What follows belongs to an exercise in optimizing a design on an open flow for small area and a short achievable clock period; a production flow would make more cautious choices.
Where RTL was checked, it was by simulation tests only, not by an equivalence proof against the original.
Power is estimated from default activity; no workload was simulated.

==> build 54 <==
Design dipole, start of the top module:
module dipole(clk_in, reset, clk_out, r_vga, g_vga, b_vga, h_sync, v_sync, h_c, v_c, cw, ccw, start, stop, led, led2);
	input clk_in;
	input reset;
	output reg clk_out;
	input cw;
	input ccw;
	input start;
	input stop;
	output [7:0] r_vga;
	output [7:0] g_vga;
	output [7:0] b_vga;
	output reg h_sync;
	output reg v_sync;
	output [9:0] h_c;
	output [9:0] v_c;
	output led;
	output led2;
	reg [9:0] h_count;
	reg [9:0] v_count;
	reg [2:0] vm5;    
	reg [2:0] vd5;    
	assign h_c = h_count;
	assign v_c = v_count;
	wire h_last = h_count[9] & h_count[8] & (&h_count[4:0]);    
	wire v_last = v_count[9] & v_count[3] & v_count[2];         
	wire h_step = !clk_out;
	wire v_step = h_step && h_last;
	always @ (posedge clk_in)
		if (reset)
			clk_out <= 1'b0;
		else
			clk_out <= ~clk_out;
	always @ (posedge clk_in)
		begin
			if (reset)
				begin
					h_count <= 0;
					v_count <= 0;
					vm5 <= 0;
					vd5 <= 0;
				end
			else if (h_step)
				begin
					if (h_last)
						begin
							h_count <= 0;
							if (v_last)
								v_count <= 0;
							else
								v_count <= v_count + 1'b1;
							if (vm5[2])
								begin
									vm5 <= 0;
									vd5 <= vd5[2] ? 3'd0 : vd5 + 1'b1;
								end
							else
								vm5 <= vm5 + 1'b1;
						end
					else
						h_count <= h_count + 1'b1;
				end
		end
	always @ (posedge clk_in)
		begin
			if (reset)
				begin
					h_sync <= 1'b1;
					v_sync <= 1'b1;
				end
			else
				begin
					if (h_step)
						h_sync <= ~(h_count >= 655 && h_count < 751);
					else
						h_sync <= ~(h_count >= 656 && h_count < 752);
					if (v_step)
  ...
Settings: LEC_CHECK=0, CAP_MARGIN=20, CORE_MARGIN=2, CORE_UTILIZATION=40, SLEW_MARGIN=20; clock period 400.0 ns.
run.sh (not shown) runs the stock make flow with config.mk's settings and CLKGATE_MAP_FILE= SYNTH_SCRIPT=/design/flow/synth_recipe.tcl, a recipe that flattens the netlist after the stock synthesis.
==> trial 84: changes against build 54 <==
==> flow/flow/run.sh (new file) <==
#!/bin/bash
# Own layout flow: the standard synthesis, then the combinational logic is
# mapped again with a stronger ABC script (the flip-flops, their names and cell
# types are kept as the standard synthesis made them), then the standard
# layout from that netlist.
set -euo pipefail
W=$(pwd)
R=$W/orfs/results/$FLOW_PLATFORM/dipole/base
L=$W/orfs/logs/$FLOW_PLATFORM/dipole/base
LIB=$FLOW_HOME/platforms/$FLOW_PLATFORM/lib/sky130_fd_sc_hd__tt_025C_1v80.lib
YOSYS=$(command -v yosys || echo "$FLOW_HOME/../tools/install/yosys/bin/yosys")

bash standard.sh synth > "$W/flow_synth.log" 2>&1
cp -p "$R/1_2_yosys.v" "$W/standard_1_2_yosys.v"

# the platform's don't-use cells, as the standard synthesis passed them to ABC
DONTUSE=$(grep -o -- "-dont_use [A-Za-z0-9_]*" "$L/1_2_yosys.log" | sort -u | tr '\n' ' ')

LIB="$LIB" IN="$W/standard_1_2_yosys.v" OUT="$W/resyn_1_2_yosys.v" \
  ABCSCRIPT="$W/flow/resyn.abc" DONTUSE="$DONTUSE" \
  "$YOSYS" -c "$W/flow/resyn.tcl" > "$W/flow_resyn.log" 2>&1

cp "$W/resyn_1_2_yosys.v" "$R/1_2_yosys.v"
touch "$R/1_2_yosys.v"

bash standard.sh > "$W/flow_layout.log" 2>&1
==> flow/flow/resyn.abc (new file) <==
strash
&get -n
&deepsyn -T 60
&put
&get -n
&dch -f
&nf -R 1000
&put
==> flow/flow/resyn.tcl (new file) <==
# Map the combinational logic of the standard synthesis's netlist again,
# keeping every flip-flop instance (name and cell type) as it is.
yosys -import
set lib $::env(LIB)
read_liberty -ignore_miss_func $lib
foreach m {dfxtp_1 dfxtp_2 dfxtp_4 dfrtp_1 dfrtp_2 dfrtp_4 dfstp_1 dfstp_2 dfstp_4
           dfxbp_1 dfxbp_2 dfrbp_1 dfrbp_2 dfsbp_1 dfsbp_2 dfbbn_1 dfbbn_2 dfbbp_1
           dfrtn_1 edfxtp_1 edfxbp_1 dlxtp_1 dlxtn_1 dlxtn_2 dlxtn_4 dlxbn_1 dlxbn_2
           dlxbp_1 dlrtp_1 dlrtp_2 dlrtp_4 dlrtn_1 dlrtn_2 dlrtn_4 dlrbn_1 dlrbn_2
           dlrbp_1 dlrbp_2 sdfxtp_1 sdfxtp_2 sdfxtp_4 conb_1} {
  catch { blackbox sky130_fd_sc_hd__$m }
}
read_verilog $::env(IN)
hierarchy -check -top dipole
flatten
opt_clean -purge
tee -o $::env(OUT).before.stat stat
abc -script $::env(ABCSCRIPT) -liberty $lib {*}$::env(DONTUSE)
opt_clean -purge
setundef -zero
hilomap -singleton -hicell sky130_fd_sc_hd__conb_1 HI -locell sky130_fd_sc_hd__conb_1 LO
insbuf -buf sky130_fd_sc_hd__buf_4 A X
splitnets
opt_clean -purge
tee -o $::env(OUT).stat stat -liberty $lib
# the cells' own models (from read_liberty) are not written, only the design
write_verilog -noattr -nohex -nodec $::env(OUT)
==> flow/standard.sh (new file) <==
#!/bin/bash
# synth_recipe.tcl (not shown) runs the flow's synth.tcl, then flattens the netlist and writes it again
# the make line also repeats each setting of config.mk as NAME=value (left out here)
make -C /OpenROAD-flow-scripts/flow DESIGN_CONFIG=/design/flow/config.mk WORK_HOME=/design/flow/orfs CLKGATE_MAP_FILE= SYNTH_SCRIPT=/design/flow/synth_recipe.tcl "${@:-finish}"
removed: flow/run.sh
==> trial 85: changes against build 54 <==
--- a/flow/design.v
+++ b/flow/design.v
@@ -181,71 +181,40 @@
 			4'd0, 4'd14: ball_y = be ? 7'd0 : 7'd1;
 			4'd1, 4'd13: ball_y = be ? 7'd25 : 7'd37;
 			4'd2, 4'd12: ball_y = 7'd49;
 			4'd3, 4'd11: ball_y = 7'd58;
 			4'd4, 4'd10: ball_y = 7'd64;
 			4'd5, 4'd9:  ball_y = 7'd68;
 			default:     ball_y = 7'd70;
 		endcase
-	reg [6:0] ball_x;
-	always @*
-		case (bi)
-			4'd0, 4'd14: ball_x = 7'd70;
-			4'd1, 4'd13: ball_x = 7'd60;
-			4'd2, 4'd12: ball_x = 7'd50;
-			4'd3, 4'd11: ball_x = 7'd40;
-			4'd4, 4'd10: ball_x = 7'd30;
-			4'd5, 4'd9:  ball_x = 7'd20;
-			4'd6, 4'd8:  ball_x = 7'd10;
-			default:     ball_x = 7'd0;
-		endcase
-	reg n_bs;
-	reg [3:0] n_bi;
-	reg n_be;
-	wire right = bs ? (cw && !ccw) : !cw;
-	always @*
-		begin
-			n_bs = bs;
-			n_bi = bi;
-			n_be = be;
-			if (!cw || !ccw)
-				begin
-					if (bi == 0)
-						begin
-							n_bi = 1;
-							n_bs = cw;
-							n_be = 1;
-						end
-					else if (bi == 14)
-						begin
-							n_bi = 13;
-							n_bs = !cw;
-							n_be = 1;
-						end
-					else
-						begin
-							n_bi = right ? bi + 1'b1 : bi - 1'b1;
-							n_be = 0;
-						end
-				end
-		end
+	wire [2:0] bk = bi[3] ? bi[2:0] + 3'd1 : ~bi[2:0];    
+	wire [6:0] ball_x = {bk, 1'b0} + {bk, 3'b000};
+	wire at_left = (bi == 0);
+	wire at_right = (bi == 14);
+	wire [3:0] bi_inc = bi + 1'b1;
+	wire [3:0] bi_dec = bi - 1'b1;
+	wire [5:0] st_cw = at_left ? {1'b0, 4'd1, 1'b1} : at_right ? {1'b1, 4'd13, 1'b1} :
+		{bs, bs ? bi_dec : bi_inc, 1'b0};
+	wire [5:0] st_ccw = at_left ? {1'b1, 4'd1, 1'b1} : at_right ? {1'b0, 4'd13, 1'b1} :
+		{bs, bs ? bi_inc : bi_dec, 1'b0};
 	always @ (posedge clk_in)
 		begin
 			if (reset)
 				begin
 					bs <= 0;
 					bi <= 0;
 					be <= 1;
 				end
 			else if (tick_circle)
 				begin
-					bs <= n_bs;
-					bi <= n_bi;
-					be <= n_be;
+					if (!cw)
+						{bs, bi, be} <= st_cw;
+					else if (!ccw)
+						{bs, bi, be} <= st_ccw;
 				end
 		end
 	wire [2:0] cp = h_count[2:0];
 	wire cball = cp[0];
 	wire [1:0] cblk = cp[2:1];
 	wire [3:0] cix = cball ? 4'd14 - bi : bi;    
 	wire cup = bs ^ cball;                        
 	reg [1:0] cbx;
==> flow/flow/run.sh (new file) <==
#!/bin/bash
# Own layout flow: the standard synthesis, then the combinational logic is
# mapped again with a stronger ABC script (the flip-flops, their names and cell
# types are kept as the standard synthesis made them), then the standard
# layout from that netlist.
set -euo pipefail
W=$(pwd)
R=$W/orfs/results/$FLOW_PLATFORM/dipole/base
L=$W/orfs/logs/$FLOW_PLATFORM/dipole/base
LIB=$FLOW_HOME/platforms/$FLOW_PLATFORM/lib/sky130_fd_sc_hd__tt_025C_1v80.lib
YOSYS=$(command -v yosys || echo "$FLOW_HOME/../tools/install/yosys/bin/yosys")

bash standard.sh synth > "$W/flow_synth.log" 2>&1
cp -p "$R/1_2_yosys.v" "$W/standard_1_2_yosys.v"

# the platform's don't-use cells, as the standard synthesis passed them to ABC
DONTUSE=$(grep -o -- "-dont_use [A-Za-z0-9_]*" "$L/1_2_yosys.log" | sort -u | tr '\n' ' ')

LIB="$LIB" IN="$W/standard_1_2_yosys.v" OUT="$W/resyn_1_2_yosys.v" \
  ABCSCRIPT="$W/flow/resyn.abc" DONTUSE="$DONTUSE" \
  "$YOSYS" -c "$W/flow/resyn.tcl" > "$W/flow_resyn.log" 2>&1

cp "$W/resyn_1_2_yosys.v" "$R/1_2_yosys.v"
touch "$R/1_2_yosys.v"

# ports get the smallest buffer rather than a delay cell
bash standard.sh "BUFFER_PORTS_ARGS=-buffer_cell sky130_fd_sc_hd__buf_1" finish > "$W/flow_layout.log" 2>&1
==> flow/flow/resyn.abc (new file) <==
strash
&get -n
&deepsyn -T 60
&put
&get -n
&dch -f
&nf -R 1000
&put
==> flow/flow/resyn.tcl (new file) <==
# Map the combinational logic of the standard synthesis's netlist again,
# keeping every flip-flop instance (name and cell type) as it is.
yosys -import
set lib $::env(LIB)
read_liberty -ignore_miss_func $lib
foreach m {dfxtp_1 dfxtp_2 dfxtp_4 dfrtp_1 dfrtp_2 dfrtp_4 dfstp_1 dfstp_2 dfstp_4
           dfxbp_1 dfxbp_2 dfrbp_1 dfrbp_2 dfsbp_1 dfsbp_2 dfbbn_1 dfbbn_2 dfbbp_1
           dfrtn_1 edfxtp_1 edfxbp_1 dlxtp_1 dlxtn_1 dlxtn_2 dlxtn_4 dlxbn_1 dlxbn_2
           dlxbp_1 dlrtp_1 dlrtp_2 dlrtp_4 dlrtn_1 dlrtn_2 dlrtn_4 dlrbn_1 dlrbn_2
           dlrbp_1 dlrbp_2 sdfxtp_1 sdfxtp_2 sdfxtp_4 conb_1} {
  catch { blackbox sky130_fd_sc_hd__$m }
}
read_verilog $::env(IN)
hierarchy -check -top dipole
flatten
opt_clean -purge
tee -o $::env(OUT).before.stat stat
abc -script $::env(ABCSCRIPT) -liberty $lib {*}$::env(DONTUSE)
opt_clean -purge
setundef -zero
hilomap -singleton -hicell sky130_fd_sc_hd__conb_1 HI -locell sky130_fd_sc_hd__conb_1 LO
insbuf -buf sky130_fd_sc_hd__buf_4 A X
splitnets
opt_clean -purge
tee -o $::env(OUT).stat stat -liberty $lib
# the cells' own models (from read_liberty) are not written, only the design
write_verilog -noattr -nohex -nodec $::env(OUT)
==> flow/standard.sh (new file) <==
#!/bin/bash
# synth_recipe.tcl (not shown) runs the flow's synth.tcl, then flattens the netlist and writes it again
# the make line also repeats each setting of config.mk as NAME=value (left out here)
make -C /OpenROAD-flow-scripts/flow DESIGN_CONFIG=/design/flow/config.mk WORK_HOME=/design/flow/orfs CLKGATE_MAP_FILE= SYNTH_SCRIPT=/design/flow/synth_recipe.tcl "${@:-finish}"
Settings changed: CORE_UTILIZATION 40 to 60, CTS_BUF_LIST from default to sky130_fd_sc_hd__clkbuf_2 sky130_fd_sc_hd__clkbuf_4, PLACE_DENSITY from default to 0.7.
removed: flow/run.sh
==> qor summary <==
item                                                                                         build 54                 trial 85                    trial 84
Result of the run                                                             complete, no violations  complete, no violations     complete, no violations
Syn_nets                                                                                         1578                     1061                        1078
Power consumption                                                                           0.0215 mW                0.0150 mW                   0.0204 mW
Crit-path slowest cell                                               sky130_fd_sc_hd__clkdlybuf4s50_1  sky130_fd_sc_hd__nor4_1  sky130_fd_sc_hd__a2111oi_0
Avg Vias per Cell                                                                                5.98                     6.48                        6.10
Post-layout nets                                                                                 1548                     1091                        1119
Final-layout worst hold slack                                                                  480 ps                   468 ps                      455 ps
CP required                                                                                 400210 ps                400410 ps                   400290 ps
Fraction of area in clock buffers and inverters                                                 2.44%                    1.66%                       3.73%
Worst hold path endpoint                                                                       vm5[1]            block_rand[2]               block_rand[2]
Proportion of cell area occupied by registers                                                   13.5%                    19.1%                       18.5%
Sequential standard cell area                                                            0.00152 mm^2             0.00140 mm^2                0.00152 mm^2
Worst vdd rail ir drop                                                                   0.00000205 V             0.00000238 V                0.00000244 V
Cells after Synth                                                                                1456                     1055                        1072
Die area                                                                                  0.0275 mm^2              0.0127 mm^2                 0.0193 mm^2
Met1 capacity usage during global routing                                                       31.6%                    46.9%                       34.0%
Share of final-layout standard cells stronger than drive strength 1                             4.97%                    1.93%                       3.22%
Instance count along the most critical hold path                                                    2                        1                           1
Final WL                                                                                     31700 um                 22000 um                    24300 um
Multi-In Gates                                                                                   1196                      913                         926
Post-route met1 wirelength                                                                   14500 um                  9480 um                    10900 um
Number of sinks on the clock net                                                                   76                       70                          76
P&R area growth vs syn                                                                          7.88%                    3.39%                       13.1%
The RTL of build 54 and trial 84 was laid out without a check of its function.

-- static timing again, ports no longer ideal --
In the flow no input, the clock included, has a driving cell. The finished layouts below were timed again as built, in two steps. Step 1 (the two cells are an assumption about what drives the block):
set clk [get_ports {clk_in}]
set_driving_cell -lib_cell sky130_fd_sc_hd__clkbuf_16 $clk
set_driving_cell -lib_cell sky130_fd_sc_hd__buf_2 [delete_from_list [all_inputs] $clk]
Step 2 times the ports against the registers' clock, not the clock port: input delays grow and output delays shrink by t, the midpoint of the rising clock arrivals with the driver on. Three values: ideal, step 1, step 2; two values: the first two.
| run | shift t [ns] | slack for setup (ns) | hold slack, ns | latest minus earliest clock arrival (ns) | slew at the worst register clock pin (ns) |
|---|---|---|---|---|---|
| build 54 | 0.397 | 317.794 / 317.821 / 317.424 | 0.480 / 0.480 / 0.480 | 0.014 / 0.014 | 0.07 / 0.07 |
| trial 84 | 0.394 | 317.882 / 317.905 / 317.511 | 0.455 / 0.455 / 0.455 | 0.010 / 0.010 | 0.07 / 0.07 |
| trial 85 | 0.498 | 317.951 / 317.967 / 317.469 | 0.468 / 0.468 / 0.468 | 0.019 / 0.019 | 0.12 / 0.12 |
After both steps every run listed still meets setup and hold. For trial 85, which loses most, drivers alone change the setup slack by +0.016 ns; drivers and shift together by -0.482 ns.
